This design comes from an exercise in tuning for small area on the open sky130 flow, not from production work.
Function was checked by simulation only, so behaviour that the tests miss may differ from the original.
The flow treats the clock pin as an ideal source, which a real chip does not have.
Power is estimated from default activity; no workload was simulated.

## flow/flow/run.sh

```bash
#!/bin/bash
# Own layout flow: the standard synthesis, then an area re-mapping of the
# combinational logic (flip-flops untouched: same instances, names and cells),
# then the standard layout with smaller port buffers and a hand-made
# three-buffer clock tree (manual_cts.tcl). Each tool writes its full output to a log_* file here.
set -euo pipefail
W=$(pwd)
F=$W/flow
PLAT=${FLOW_PLATFORM:-sky130hd}
R=$W/orfs/results/$PLAT/stopwatch/base
YOSYS=$FLOW_HOME/../tools/install/yosys/bin/yosys
[ -x "$YOSYS" ] || YOSYS=yosys
LIB=$FLOW_HOME/platforms/$PLAT/lib/sky130_fd_sc_hd__tt_025C_1v80.lib

bash standard.sh synth > $W/log_1_synth.txt 2>&1

cp $R/1_2_yosys.v $W/standard_synth.v
python3 $F/mkmodels.py $W/standard_synth.v $LIB > $W/cell_models.v

# map with ABC under several random seeds, four at a time, and keep the smallest
SEEDS="1 2 3 4 5 6 7 8"
for S in $SEEDS; do
  sed "s/@SEED@/$S/" $F/remap.abc > $W/remap_$S.abc
  REMAP_LIB=$LIB REMAP_MODELS=$W/cell_models.v REMAP_IN=$W/standard_synth.v \
  REMAP_OUT=$W/remapped_$S.v REMAP_STAT=$W/remap_stat_$S.txt REMAP_ABC=$W/remap_$S.abc \
  REMAP_DONT_USE="$(cat $F/dont_use.txt)" \
    $YOSYS -c $F/remap.tcl > $W/log_2_remap_$S.txt 2>&1 &
  if [ $((S % 4)) -eq 0 ]; then wait; fi
done
wait
best=""; bestarea=""
for S in $SEEDS; do
  a=$(grep "Chip area" $W/remap_stat_$S.txt | awk '{print $NF}') || continue
  [ -n "$a" ] || continue
  if [ -z "$best" ] || awk "BEGIN{exit !($a < $bestarea)}"; then best=$S; bestarea=$a; fi
done
echo "remap: chose $best with area $bestarea" > $W/log_2_remap_choice.txt
cp $W/remapped_$best.v $R/1_2_yosys.v
rm -f $R/1_synth.odb $R/1_synth.sdc

bash standard.sh \
  "BUFFER_PORTS_ARGS=-buffer_cell sky130_fd_sc_hd__buf_1" \
  "CTS_ARGS=$(cat $F/cts_args.txt)" \
  "PRE_CTS_TCL=$F/manual_cts.tcl" \
  finish > $W/log_3_layout.txt 2>&1
```

## flow/flow/cts_args.txt

```
-sink_clustering_enable -repair_clock_nets -buf_list sky130_fd_sc_hd__clkbuf_8 -dont_use_dummy_load
```

## flow/flow/dont_use.txt

```
sky130_fd_sc_hd__lpflow_bleeder_1 sky130_fd_sc_hd__lpflow_clkbufkapwr_1 sky130_fd_sc_hd__lpflow_clkbufkapwr_16 sky130_fd_sc_hd__lpflow_clkbufkapwr_2 sky130_fd_sc_hd__lpflow_clkbufkapwr_4 sky130_fd_sc_hd__lpflow_clkbufkapwr_8 sky130_fd_sc_hd__lpflow_clkinvkapwr_1 sky130_fd_sc_hd__lpflow_clkinvkapwr_16 sky130_fd_sc_hd__lpflow_clkinvkapwr_2 sky130_fd_sc_hd__lpflow_clkinvkapwr_4 sky130_fd_sc_hd__lpflow_clkinvkapwr_8 sky130_fd_sc_hd__lpflow_decapkapwr_12 sky130_fd_sc_hd__lpflow_decapkapwr_3 sky130_fd_sc_hd__lpflow_decapkapwr_4 sky130_fd_sc_hd__lpflow_decapkapwr_6 sky130_fd_sc_hd__lpflow_decapkapwr_8 sky130_fd_sc_hd__lpflow_inputiso0n_1 sky130_fd_sc_hd__lpflow_inputiso0p_1 sky130_fd_sc_hd__lpflow_inputiso1n_1 sky130_fd_sc_hd__lpflow_inputiso1p_1 sky130_fd_sc_hd__lpflow_inputisolatch_1 sky130_fd_sc_hd__lpflow_isobufsrc_1 sky130_fd_sc_hd__lpflow_isobufsrc_16 sky130_fd_sc_hd__lpflow_isobufsrc_2 sky130_fd_sc_hd__lpflow_isobufsrc_4 sky130_fd_sc_hd__lpflow_isobufsrc_8 sky130_fd_sc_hd__lpflow_isobufsrckapwr_16 sky130_fd_sc_hd__lpflow_lsbuf_lh_hl_isowell_tap_1 sky130_fd_sc_hd__lpflow_lsbuf_lh_hl_isowell_tap_2 sky130_fd_sc_hd__lpflow_lsbuf_lh_hl_isowell_tap_4 sky130_fd_sc_hd__lpflow_lsbuf_lh_isowell_4 sky130_fd_sc_hd__lpflow_lsbuf_lh_isowell_tap_1 sky130_fd_sc_hd__lpflow_lsbuf_lh_isowell_tap_2 sky130_fd_sc_hd__lpflow_lsbuf_lh_isowell_tap_4 sky130_fd_sc_hd__probe_p_8 sky130_fd_sc_hd__probec_p_8 
```

## flow/flow/manual_cts.tcl

```tcl
# Sourced before clock_tree_synthesis (PRE_CTS_TCL). The design is small, so
# the clock tree is built by hand: the flip-flops are split into three groups
# by x position, and each group is driven by one clock buffer placed at the
# centre of its flip-flops, fed from the clock port. All groups see the same
# buffer type and a similar load, so the clock arrives alike at all of them.
# clock_tree_synthesis then finds the clock net already buffered and leaves it.
proc manual_clock_tree {ng bufcell clknet} {
  set block [ord::get_db_block]
  set ffs {}
  foreach i [$block getInsts] {
    foreach it [$i getITerms] {
      set net [$it getNet]
      if {[[$it getMTerm] getName] eq "CLK" && $net ne "NULL" && [$net getName] eq $clknet} {
        set loc [$i getLocation]
        lappend ffs [list [lindex $loc 0] [lindex $loc 1] [$i getName]]
      }
    }
  }
  set ffs [lsort -integer -index 0 $ffs]
  set n [llength $ffs]
  set dbu [$block getDbUnitsPerMicron]
  for {set g 0} {$g < $ng} {incr g} {
    set grp [lrange $ffs [expr {$g * $n / $ng}] [expr {($g + 1) * $n / $ng - 1}]]
    set xs 0
    set ys 0
    set pins {}
    foreach f $grp {
      set xs [expr {$xs + [lindex $f 0]}]
      set ys [expr {$ys + [lindex $f 1]}]
      lappend pins [get_pins -of_objects [get_cells [lindex $f 2]] -filter "name==CLK"]
    }
    set cx [expr {$xs / [llength $grp] / double($dbu)}]
    set cy [expr {$ys / [llength $grp] / double($dbu)}]
    insert_buffer -buffer_cell $bufcell -net $clknet -load_pins $pins \
      -location [list $cx $cy] -buffer_name clkbuf_man_$g -net_name clknet_man_$g
    puts "manual clock tree: buffer clkbuf_man_$g drives [llength $grp] flip-flops"
  }
}
manual_clock_tree 3 sky130_fd_sc_hd__clkbuf_8 clk
```

## flow/flow/mkmodels.py

```python
# Writes Verilog models of the combinational standard cells a netlist uses,
# from the functions in the Liberty file: mkmodels.py NETLIST LIBERTY
import re,sys
lib=open(sys.argv[2]).read()
used=set(re.findall(r'(sky130_fd_sc_hd__\w+)\s',open(sys.argv[1]).read()))
out=[]
for m in re.finditer(r'\n\s*cell\s*\(\s*"?(\w+)"?\s*\)\s*\{',lib):
    name=m.group(1)
    if name not in used: continue
    # find block end
    i=m.end(); depth=1
    while depth:
        c=lib[i]
        if c=='{': depth+=1
        elif c=='}': depth-=1
        i+=1
    body=lib[m.end():i]
    if re.search(r'\bff\s*\(|\blatch\s*\(',body): continue
    pins=re.findall(r'\n\s*pin\s*\(\s*"?(\w+)"?\s*\)\s*\{(.*?)\n\s*\}',body,re.S)
    ins=[];outs=[]
    for p,pb in pins:
        d=re.search(r'direction\s*:\s*"?(\w+)',pb)
        if not d: continue
        if d.group(1)=='input': ins.append(p)
        elif d.group(1)=='output':
            f=re.search(r'function\s*:\s*"([^"]*)"',pb)
            outs.append((p,f.group(1) if f else None))
    if any(f is None for _,f in outs): continue
    def conv(f):
        f=f.replace('!','~').replace('*','&').replace('+','|')
        f=re.sub(r'(\w+)\s+(?=[\w(~])',r'\1 & ',f)  # implicit AND by space
        return f
    ports=ins+[o for o,_ in outs]
    out.append(f"module {name}({', '.join(ports)});")
    for p in ins: out.append(f"  input {p};")
    for o,f in outs: out.append(f"  output {o};\n  assign {o} = {conv(f)};")
    out.append("endmodule")
print('\n'.join(out))
```

## flow/flow/remap.abc

```
strash
&get -n
&deepsyn -S @SEED@ -T 20
&dch -f
&nf -R 1000
&put
topo
```

## flow/flow/remap.tcl

```tcl
# Re-maps the combinational logic of the standard synthesis netlist for area.
# The flip-flops stay as they are (same instances, names and cells); every
# combinational cell is replaced by its function and mapped again by ABC.
yosys -import
set lib $::env(REMAP_LIB)
read_verilog $::env(REMAP_MODELS)
read_liberty -lib -ignore_redef $lib
read_verilog $::env(REMAP_IN)
hierarchy -top $::env(FLOW_TOP)
flatten
# hide the wires flattening made from the cells' pins, so that ABC's outputs
# drive the ports directly
opt_clean -purge
yosys rename -hide w:_*_.*
hierarchy -top $::env(FLOW_TOP)
read_liberty -lib -ignore_redef $lib
techmap
opt -purge
set dont_use {}
foreach c $::env(REMAP_DONT_USE) { lappend dont_use -dont_use $c }
abc -script $::env(REMAP_ABC) -liberty $lib {*}$dont_use
setundef -zero
splitnets
opt_clean -purge
hilomap -singleton -hicell sky130_fd_sc_hd__conb_1 HI -locell sky130_fd_sc_hd__conb_1 LO
opt_clean -purge
insbuf -buf sky130_fd_sc_hd__buf_4 A X
opt_clean -purge
tee -o $::env(REMAP_STAT) stat -liberty $lib
check -assert
write_verilog -noattr -nohex -nodec $::env(REMAP_OUT)
```

## flow/standard.sh

```bash
#!/bin/bash
# synth_recipe.tcl (not shown) runs the flow's synth.tcl, then flattens the netlist and writes it again
# the make line also repeats each setting of config.mk as NAME=value (left out here)
make -C /OpenROAD-flow-scripts/flow DESIGN_CONFIG=/design/flow/config.mk WORK_HOME=/design/flow/orfs CLKGATE_MAP_FILE= SYNTH_SCRIPT=/design/flow/synth_recipe.tcl "${@:-finish}"
```

## flow/config.mk

```make
export PLATFORM = sky130hd
export DESIGN_NAME = stopwatch
export DESIGN_NICKNAME = stopwatch
export VERILOG_FILES = /design/flow/design.v
export SDC_FILE = /design/flow/constraint.sdc
export NUM_CORES = 4
export LEC_CHECK = 0
export CAP_MARGIN = 20
export CORE_MARGIN = 2
export CORE_UTILIZATION = 40
export GPL_TIMING_DRIVEN = 0
export SLEW_MARGIN = 20
```

## flow/constraint.sdc

```tcl
create_clock -name core_clock -period 12.0 [get_ports {clk}]
set_input_delay 2.4000 -clock core_clock [delete_from_list [all_inputs] [get_ports {clk}]]
set_output_delay 2.4000 -clock core_clock [all_outputs]
set_load 0.01 [all_outputs]
```

## flow/design.v

```verilog
`timescale 1ns / 1ps
module clock_divider(
    input wire clk,
    input wire rst,
    output wire tick,
    output wire scan,
    output wire sample,
    output wire blink
);
reg [4:0] k32;
reg [2:0] a;    
reg [6:0] b;    
reg bl;
wire a_wrap = a[2] & ~a[1];
wire a0 = ~a[2] & ~a[0];
wire fb = b[6] ^ (b[5] | ~b[4]);
wire b0 = (b == 7'd0);
always @(posedge clk) begin
    if (rst) begin
        k32 <= 5'd0; a <= 3'd0; b <= 7'd0; bl <= 1'b0;
    end else begin
        k32 <= k32 + 5'd1;
        a <= {a[1:0], ~(a[1] | a[2])};
        if (a0) b <= {b[5:0], fb};
        if (a_wrap && b0) bl <= ~bl;
    end
end
assign tick   = a0 && b0 && (k32[2:0] == 3'd4);
assign scan   = a0 && (k32[1:0] == 2'd2);
assign sample = (k32 == 5'd15);
assign blink  = bl;
endmodule
`timescale 1ns / 1ps
module debouncer(
    input clk_sys,
    input rst,
    input en,
    input button,
    output button_output,
    output rise
);
reg [4:0] count;
reg out;
wire [4:0] c = count;
wire ge2 = (c[0] & (c[1] | c[2] | c[3] | c[4])) | (c[1] & (c[2] | c[3] | c[4]))
         | (c[2] & (c[3] | c[4])) | (c[3] & c[4]);
wire ge3 = (c[0] & c[1] & (c[2] | c[3] | c[4])) | (c[0] & c[2] & (c[3] | c[4]))
         | (c[0] & c[3] & c[4]) | (c[1] & c[2] & (c[3] | c[4])) | (c[1] & c[3] & c[4])
         | (c[2] & c[3] & c[4]);
wire hi = ge3;
wire lo = ~ge2;
always @(posedge clk_sys) begin
    if (rst) begin
        count <= 5'b0;
        out <= 1'b0;
    end else if (en) begin
        count <= {count[3:0], button};
        out <= hi | (out & ~lo);
    end
end
assign button_output = out;
assign rise = en & hi & ~out;
endmodule
`timescale 1ns / 1ps
module stopwatch(
    input clk,
    input reset,
    input btnd,
    input btnr,
    input [7:0] sw,
    output [7:0] seg,
    output [3:0] an
    );
wire tick, scan, sample, blink;
clock_divider ClockDivider(.clk(clk), .rst(reset), .tick(tick), .scan(scan),
    .sample(sample), .blink(blink));
wire clr;
wire clr_rise_unused;
debouncer RstDebouncer(.clk_sys(clk), .rst(reset), .en(sample), .button(btnd),
    .button_output(clr), .rise(clr_rise_unused));
wire pause_out_unused;
wire pause_rise;
debouncer PauseDebouncer(.clk_sys(clk), .rst(reset), .en(sample), .button(btnr),
    .button_output(pause_out_unused), .rise(pause_rise));
reg paused;
always @(posedge clk) begin
    if (reset)
        paused <= 1'b0;
    else if (pause_rise)
        paused <= ~paused;
end
reg adj;     
always @(posedge clk) begin
    if (scan)
        adj <= sw[0];
end
reg [3:0] s0;    
reg [2:0] s1;    
reg [3:0] m0;    
reg [2:0] m1;    
reg half;        
reg blink_m, blink_s;
reg P;
wire clear = reset | clr;
wire run = tick & ~paused;
always @(posedge clk) begin
    if (clear) begin
        half <= 1'b0;
        blink_m <= 1'b0;
        blink_s <= 1'b0;
    end else if (run) begin
        if (!adj)
            half <= ~half;
        blink_m <= adj & ~sw[1];
        blink_s <= adj & sw[1];
    end
end
always @(posedge clk) begin
    if (reset) begin
        P <= 1'b0;
    end else begin
        if (scan)
            P <= 1'b0;
        else if (run & ~clr)
            P <= 1'b1;
    end
end
wire s0_9 = s0[3] & s0[0];
wire s1_5 = s1[2] & s1[0];
wire m0_9 = m0[3] & m0[0];
wire m1_5 = m1[2] & m1[0];
wire step = scan & P;
wire inc_s = step & (adj ? blink_s : ~half);
wire inc_m = step & (adj ? blink_m : (~half & s0_9 & s1_5));
wire [3:0] t_s0 = {inc_s & s0[0] & (s0[3] | (s0[2] & s0[1])), inc_s & s0[0] & s0[1],
                   inc_s & s0[0] & ~s0[3], inc_s};
wire inc_s1 = inc_s & s0_9;
wire [2:0] t_s1 = {inc_s1 & s1[0] & (s1[1] | s1[2]), inc_s1 & s1[0] & ~s1[2], inc_s1};
wire [3:0] t_m0 = {inc_m & m0[0] & (m0[3] | (m0[2] & m0[1])), inc_m & m0[0] & m0[1],
                   inc_m & m0[0] & ~m0[3], inc_m};
wire inc_m1 = inc_m & m0_9;
wire [2:0] t_m1 = {inc_m1 & m1[0] & (m1[1] | m1[2]), inc_m1 & m1[0] & ~m1[2], inc_m1};
always @(posedge clk) begin
    if (reset || (scan && clr)) begin
        s0 <= 4'd0;
        s1 <= 3'd0;
        m0 <= 4'd0;
        m1 <= 3'd0;
    end else begin
        s0 <= s0 ^ t_s0;
        s1 <= s1 ^ t_s1;
        m0 <= m0 ^ t_m0;
        m1 <= m1 ^ t_m1;
    end
end
reg [2:0] ds;
always @(posedge clk) begin
    if (reset)
        ds <= 3'b000;
    else if (scan)
        ds <= {ds[1] & ds[0], ds[0], ~(ds[2] & ds[0])};
end
wire d_s0 = ds[0] & ~ds[1];
wire d_s1 = ds[1] & ~ds[2];
wire d_m0 = ds[2] & ds[0];
wire d_m1 = ds[2] & ~ds[0];
wire [3:0] dig = ({4{d_s0}} & s0) | ({4{d_s1}} & {1'b0, s1})
               | ({4{d_m0}} & m0) | ({4{d_m1}} & {1'b0, m1});
assign an[0] = ~d_s0 | (blink_s & blink);
assign an[1] = ~d_s1 | (blink_s & blink);
assign an[2] = ~d_m0 | (blink_m & blink);
assign an[3] = ~d_m1 | (blink_m & blink);
wire [3:0] d = dig;
wire [6:0] segs;
assign segs[0] = ~d[3] & ~d[1] & (d[2] ^ d[0]);
assign segs[1] = d[2] & (d[1] ^ d[0]);
assign segs[2] = ~d[2] & d[1] & ~d[0];
assign segs[3] = (d[2] & ~d[1] & ~d[0]) | (~d[2] & ~d[1] & d[0] & ~d[3]) | (d[2] & d[1] & d[0]);
assign segs[4] = d[0] | (d[2] & ~d[1]);
assign segs[5] = (~d[3] & ~d[2] & d[0]) | (~d[2] & d[1]) | (d[1] & d[0]);
assign segs[6] = (~d[3] & ~d[2] & ~d[1]) | (d[2] & d[1] & d[0]);
assign seg = {1'b1, segs};
endmodule
```

==> metrics.md, run 1 <==
| Metric | Value |
|---|---|
| Syn-to-layout area delta | 9.244% |
| Combinational Power Share | between 4 and 5% |
| FP Rows | 25 |
| Switching Share | between 20% and 30% |
| DRT iter0 DRCs | slightly above 80 |
| Minimum clock period | 4.615 ns |
| Initial cell density of the core | 41.86% |
| Detailed Routing Iterations Pass 1 | 4 |
| Slew HR | 47.73% |
| Hold_buf cts | 0 |
| Post-CTS setup repair buffer count | 0 |
| Register share of total power | 69.7% |
| Mapped Cells | ~220 |
| Drt via density | about 5.3 |
| Final WL | approximately 3700 um |
| RSZ-0062 raised after global routing | no |
| Int Power | between 0.15 and 0.2 mW |
| Final Hold Viols | 0 |
| Final RePlAce weighted congestion | around 0.77 |
| Die Y | roughly 75 um |
| Wire length of the first global-routing pass | between 6000 and 7000 um |
| CTS clk-pin slew, worst paths | 0.10 ns |
| Fillers | 467 |
| Syn Std Cell Area | roughly 2000 um^2 |
| Slew Limit Fails | 0 |
| CP Launch Type | flop |
| Critical path arrival | 2.21 ns |
| # diodes | 0 |
| Final Setup Violations | 0 |
| Hold depth | 2 |
| Largest net degree at the start of global routing | 18 |
| Critical path type | flop to output port |
| Leak pwr | ~0.86 nW |
| Setup tns final | 0 ns |
| Initial antenna violation count | 0 |
| Inst Count DP | ~310 |
| F_max | 216.7 MHz |
| Clk Latency, worst-skew pair | ~0.16 ns |
| Clk pwr share | 25.8% |
| # DRC | 0 |
| GRT Total Usage | about an eighth |
| Top Ports | 24 |
| Mean post-synth cell area | roughly 9 um^2 |
| Status | finished clean |
| Reg2reg path depth | 8 |
| Die footprint | 5590 um^2 |
| Hold path start | ClockDivider.a[1]$_SDFF_PP0_ |
| Core Footprint | 4786 um^2 |
| Worst VDD drop | between 0.08 and 0.09 mV |
| Port Buffers | 16 |
| Worst setup EP type | output port |
| Cell area power density | roughly 110 nW/um^2 |
| Total global routing overflow | 0 |
| Fraction of layout cells with a size suffix above 1 | 1.240% |
| Max Cap Viol | 0 |
| Net Sw Power | between 0.05 and 0.06 mW |
| Fin crit share | between 30% and 40% |
| Hold Path Sink | ClockDivider.a[2]$_SDFF_PP0_ |
| HP Class | flop to flop |
| Nets | about 260 |
| WP data required | 9.60 ns |
| Via Count | ~1600 |
| Syn Nets | approximately 240 |
| Slew @ Worst Pin | between 0.7 and 0.8 ns |
| Cell Chain, Critical Path | and2_0 > a222oi_1 > nand2_1 > a221oi_1 > nand3_1 > nand2_1 > and2_0 > buf_1 |
| PostCTS Resize Cnt | 0 |
| Vias in the first global route | approximately 1300 |
| Average wire per standard cell | ~12 um |
| Flop2flop setup slack | around 9.8 ns |
| Final Non-Filler Cells | 309 |
| Worst-path maximum fanout | 6 |
| Ys Warns | 3 |
| Clk_skew | around 0.0046 ns |
| Slowest stage delay, CP | roughly 0.4 ns |
| Post-route ant nets | 0 |
| Die Wd | roughly 75 um |
| R2r endpoint | paused$_SDFFE_PP0P_ |
| Worst R2R Start | ClockDivider.k32[0]$_SDFF_PP0_ |
| HPWL Detailed | ~2800 um |
| Crit-path slowest cell | a222oi_1 |
-- cell usage in the layout, fill, tap and decap left out, types with 3 or more instances in the layout --
cell and count:
and2_0 5, nor2_1 22, and3_1 7, a222oi_1 3, a21o_1 4, a21oi_1 18, nor3_1 7, o21ai_0 16
buf_1 16, a22o_1 17, nand3_1 8, dfxtp_1 50, clkbuf_8 3, nand2_1 31, nor2b_1 7
-- power groups by stage --
stage	sequential (mW)	clock (mW)	combinational, mW
floorplan	0.179	0	0.00781
global placement	0.179	0	0.0112
detailed placement	0.179	0	0.0114
CTS	0.179	0.0486	0.0114
global route	0.176	0.0727	0.0128
finish	0.175	0.0650	0.0113
-- sequential cells by signal (all words and copies together), names as in the netlist, 3 cells and up --
register and count:
ClockDivider.a 3, ClockDivider.b 7, ClockDivider.k32 5, PauseDebouncer.count 5
RstDebouncer.count 5, ds 3, m0 4, m1 3
s0 4, s1 3
-- worst max-delay path by stage --
stage | to | cells after the start | from
3_3_place_gp | seg[0] | 8 | ds[0]$_SDFFE_PP0N_
3_5_place_dp | seg[0] | 8 | ds[0]$_SDFFE_PP0N_
5_1_grt | seg[0] | 8 | ds[0]$_SDFFE_PP0N_
6_report | seg[0] | 8 | ds[0]$_SDFFE_PP0N_
4_1_cts | seg[0] | 8 | ds[0]$_SDFFE_PP0N_
2_1_floorplan | seg[0] | 7 | ds[2]$_SDFFE_PP0N_
-- worst max-delay path: cells and delay by family, from the launching register on --
family | cells | cell delay [ns]
simple gates | 5 | 0.80
compound gates | 2 | 0.77
flops | 1 | 0.35
buf+inv | 1 | 0.14
-- layout make-up, clock buffers not listed --
type                    instances  area, um^2  share of cell area [%]
multi-input cells             170       964.7                   44.08
repair buffers                 16       60.06                   2.744
flip-flops and latches         51        1031                   47.11
inverters                       2       7.507                  0.3431
well taps                      67       83.83                   3.831
-- stage by stage --
stage               setup slack [ns]  cell area, um^2  hold slack (ns)  power (mW)  util (%)
CTS                            7.561             2188           0.4162      0.2392     45.73
finish                         7.385             2188           0.4287      0.2515     45.73
global placement               7.579             2147           0.4142      0.1904     44.86
detailed placement             7.569             2147           0.4159      0.1905     44.86
global route                   7.110             2188           0.4627      0.2613     45.73
floorplan                      7.817             2003           0.4052      0.1863         -
-- layer usage --
layer	vias to the layer above	wire length (um)	track usage [%]
met5	-	0	0
met4	0	26	0.7937
met3	2	120	0.9371
met2	21	1711	23.40
met1	756	1845	18.70
li1	869	-	-
==> run 2, diff against run 1 <==
--- a/flow/flow/run.sh
+++ b/flow/flow/run.sh
@@ -18,7 +18,7 @@
 python3 $F/mkmodels.py $W/standard_synth.v $LIB > $W/cell_models.v
 
 # map with ABC under several random seeds, four at a time, and keep the smallest
-SEEDS="1 2 3 4 5 6 7 8"
+SEEDS="1 2 3 4 5 6 7 8 9 10 11 12 13 14 15 16"
 for S in $SEEDS; do
   sed "s/@SEED@/$S/" $F/remap.abc > $W/remap_$S.abc
   REMAP_LIB=$LIB REMAP_MODELS=$W/cell_models.v REMAP_IN=$W/standard_synth.v \
==> run 2 against run 1 <==
Against the previous run:
- still clean on timing, DRC and antenna
- synthesized cell count unchanged
- die area fell by 0.53%
- final cell count unchanged
- clock power hardly changed
- via count is 2.4% lower
- cell area down 0.29%
- first-iteration DRC count down 35%
- sequential cell count unchanged
- critical path type unchanged
- largest cell class unchanged
==> metrics.md, run 2 <==
| Metric | Value |
|---|---|
| Status | finished clean |
| Gr busiest metal | met2 |
| GR met1 Demand/Resource | roughly a fifth |
| Total power | between 0.2 and 0.3 mW |
| Average wire per standard cell | between 10 and 15 um |
| Fin crit share | about two fifths |
| Final Hold Viols | 0 |
| Worst path bufs/invs | 2 |
| CTS clk-pin slew, worst paths | 0.10 ns |
| FP Rows | 25 |
| Mapped Cells | 223 |
| Placed inst area | 2141 um^2 |
| Multi-input gate area | roughly 950 um^2 |
| Initial cell density of the core | about two fifths |
| Post-route ant nets | 0 |
| PostCTS Resize Cnt | 0 |
| Vias in the first global route | about 1400 |
| Worst VDD drop | ~0.075 mV |
| Most common cell on crit path | nand2_1 |
| Most common cell after layout, fill and taps aside | dfxtp_1 |
| Initial antenna violation count | 0 |
| Inst Count DP | just over 300 |
| CP Launch Type | flop |
| Crit-path leading delay family | compound AO/OA/AOI/OAI gates |
| Syn-to-layout area delta | 9.548% |
| Pre-CTS setup slack | slightly above 7 ns |
| Worst-path maximum fanout | 6 |
| Max FFs per register | 7 |
| F_max | about 200 MHz |
| Fillers | 488 |
| # DRC | 0 |
| Commonest non-fill, non-tap cells in the layout | 50 x dfxtp_1, 26 x nand2_1, 26 x nor2_1 |
| Cell area power density | around 120 nW/um^2 |
| HP Class | flop to flop |
| Clk Latency, worst-skew pair | between 0.15 and 0.2 ns |
| RSZ-0062 raised after global routing | no |
| Final Non-Filler Cells | 309 |
| DRT iter0 DRCs | 54 |
| Total global routing overflow | 0 |
| Slowest stage delay, CP | roughly 0.55 ns |
| Ys Warns | 3 |
| Via Count | 1609 |
| Met3 Use GR | 0.9485% |
| GRT Total Usage | 13.67% |
| Mean post-synth cell area | around 9 um^2 |
| Leak pwr | approximately 0.84 nW |
| Slew HR | 46.57% |
| Slew @ Worst Pin | approximately 0.8 ns |
| Cell Chain, Critical Path | nor2b_1 > a222oi_1 > a21boi_0 > nand2_1 > nand2_1 > nor2_1 > o21ai_0 > clkinv_1 > and3_1 > buf_1 |
| Detailed Routing Iterations Pass 1 | 4 |
| Core Footprint | ~4800 um^2 |
| Critical path arrival | between 2 and 3 ns |
| Hold_buf cts | 0 |
| Syn Nets | 235 |
| Hold_ws | approximately 0.43 ns |
| Final Setup Violations | 0 |
| Port Buffers | 16 |
| Nets | 256 |
| Crit-path slowest cell | a21boi_0 |
| Syn Std Cell Area | 1992 um^2 |
| Drt via density | between 5 and 6 |
| Final RePlAce weighted congestion | 0.7844 |
| HPWL Detailed | between 2000 and 3000 um |
| Fin util | 45.89% |
| Largest reg by FF count | ClockDivider.b |
| Minimum clock period | 4.975 ns |
| Clk_skew | 0.006864 ns |
| Setup tns final | 0 ns |
| Fraction of layout cells with a size suffix above 1 | under 10% |
| Worst setup EP type | output port |
| Register area | 1031 um^2 |
| Die footprint | between 5000 and 6000 um^2 |
| Largest net degree at the start of global routing | 20 |
| Final setup margin | between 7 and 8 ns |
| # diodes | 0 |
| Critical path type | flop to output port |
| Cell area after layout | between 2000 and 2500 um^2 |
| Wire length of the first global-routing pass | roughly 6400 um |
| Die Y | ~75 um |
| Final WL | 3630 um |
| Die Wd | 74.57 um |
| Met2 usage | ~22% |
| Top Ports | 24 |
| Max Cap Viol | 0 |
| WP data required | 9.60 ns |
| Slew Limit Fails | 0 |
| Post-CTS setup repair buffer count | 0 |
-- run 2: worst reg2reg max path, delay by kind of cell, from the launching register on --
family	cells	cell delay, ns
simple gates	7	1.56
flops	1	0.37
compound gates	2	0.24
-- run 2: metal layers --
| metal | vias up | part of all wire (%) | wire length, um |
|---|---|---|---|
| met5 | - | 0 | 0 |
| li1 | 855 | - | - |
| met2 | 19 | 43 | 1571 |
| met4 | 0 | 0.94 | 34 |
| met1 | 731 | 53 | 1912 |
| met3 | 4 | 3.1 | 111 |
-- run 2: final cells by class, clock buffers not listed --
| type | instances | share of cell area (%) |
|---|---|---|
| inverters | 3 | 0.5161 |
| multi-input cells | 169 | 43.75 |
| flip-flops and latches | 51 | 47.25 |
| well taps | 67 | 3.842 |
| repair buffers | 16 | 2.752 |
-- run 2: path summary, 6_finish.rpt --
kind | start | end | slack, ns | cells past startpoint
hold reg to reg | ClockDivider.a[1]$_SDFF_PP0_ | ClockDivider.a[0]$_SDFF_PP0_ | 0.43 | 1
setup reg to reg | ClockDivider.k32[0]$_SDFF_PP0_ | m1[1]$_SDFF_PP0_ | 9.77 | 9
hold / removal | ClockDivider.a[1]$_SDFF_PP0_ | ClockDivider.a[0]$_SDFF_PP0_ | 0.43 | 1
setup / recovery | ds[0]$_SDFFE_PP0N_ | seg[0] | 7.03 | 10
-- run 2: power by group --
part	internal (mW)	total (mW)	switching, mW
sequential	0.173	0.175	0.00271
clock	0.0232	0.0647	0.0414
combinational	0.00399	0.0111	0.00708
total	0.200	0.251	0.0512

-- afterwards: timing with drivers on the ports --
The results above use ideal ports. As a check the final layouts listed here were re-extracted and re-timed, cells and wires unchanged.
Step 1 (the two cells are an assumption about what drives the block):
set clk [get_ports {clk}]
set_driving_cell -lib_cell sky130_fd_sc_hd__clkbuf_16 $clk
set_driving_cell -lib_cell sky130_fd_sc_hd__buf_2 [delete_from_list [all_inputs] $clk]
Step 2 adds t to the input delays and takes it off the output delays; t is the mean of the earliest and latest rising clock arrival at the registers after step 1. Input paths then give back, and output paths get back, about the clock's delay inside the block.
Three values: no drivers, after step 1, after step 2; two values: the first two.
run | t, ns | slack for setup (ns) | worst hold slack (ns) | worst slew at a driven data input, ns
run 1 | 0.198 | 7.385 / 7.343 / 7.541 | 0.429 / 0.429 / 0.429 | 0.03
run 2 | 0.202 | 7.025 / 6.980 / 7.181 | 0.426 / 0.426 / 0.426 | 0.03
After both steps every run listed still meets setup and hold.
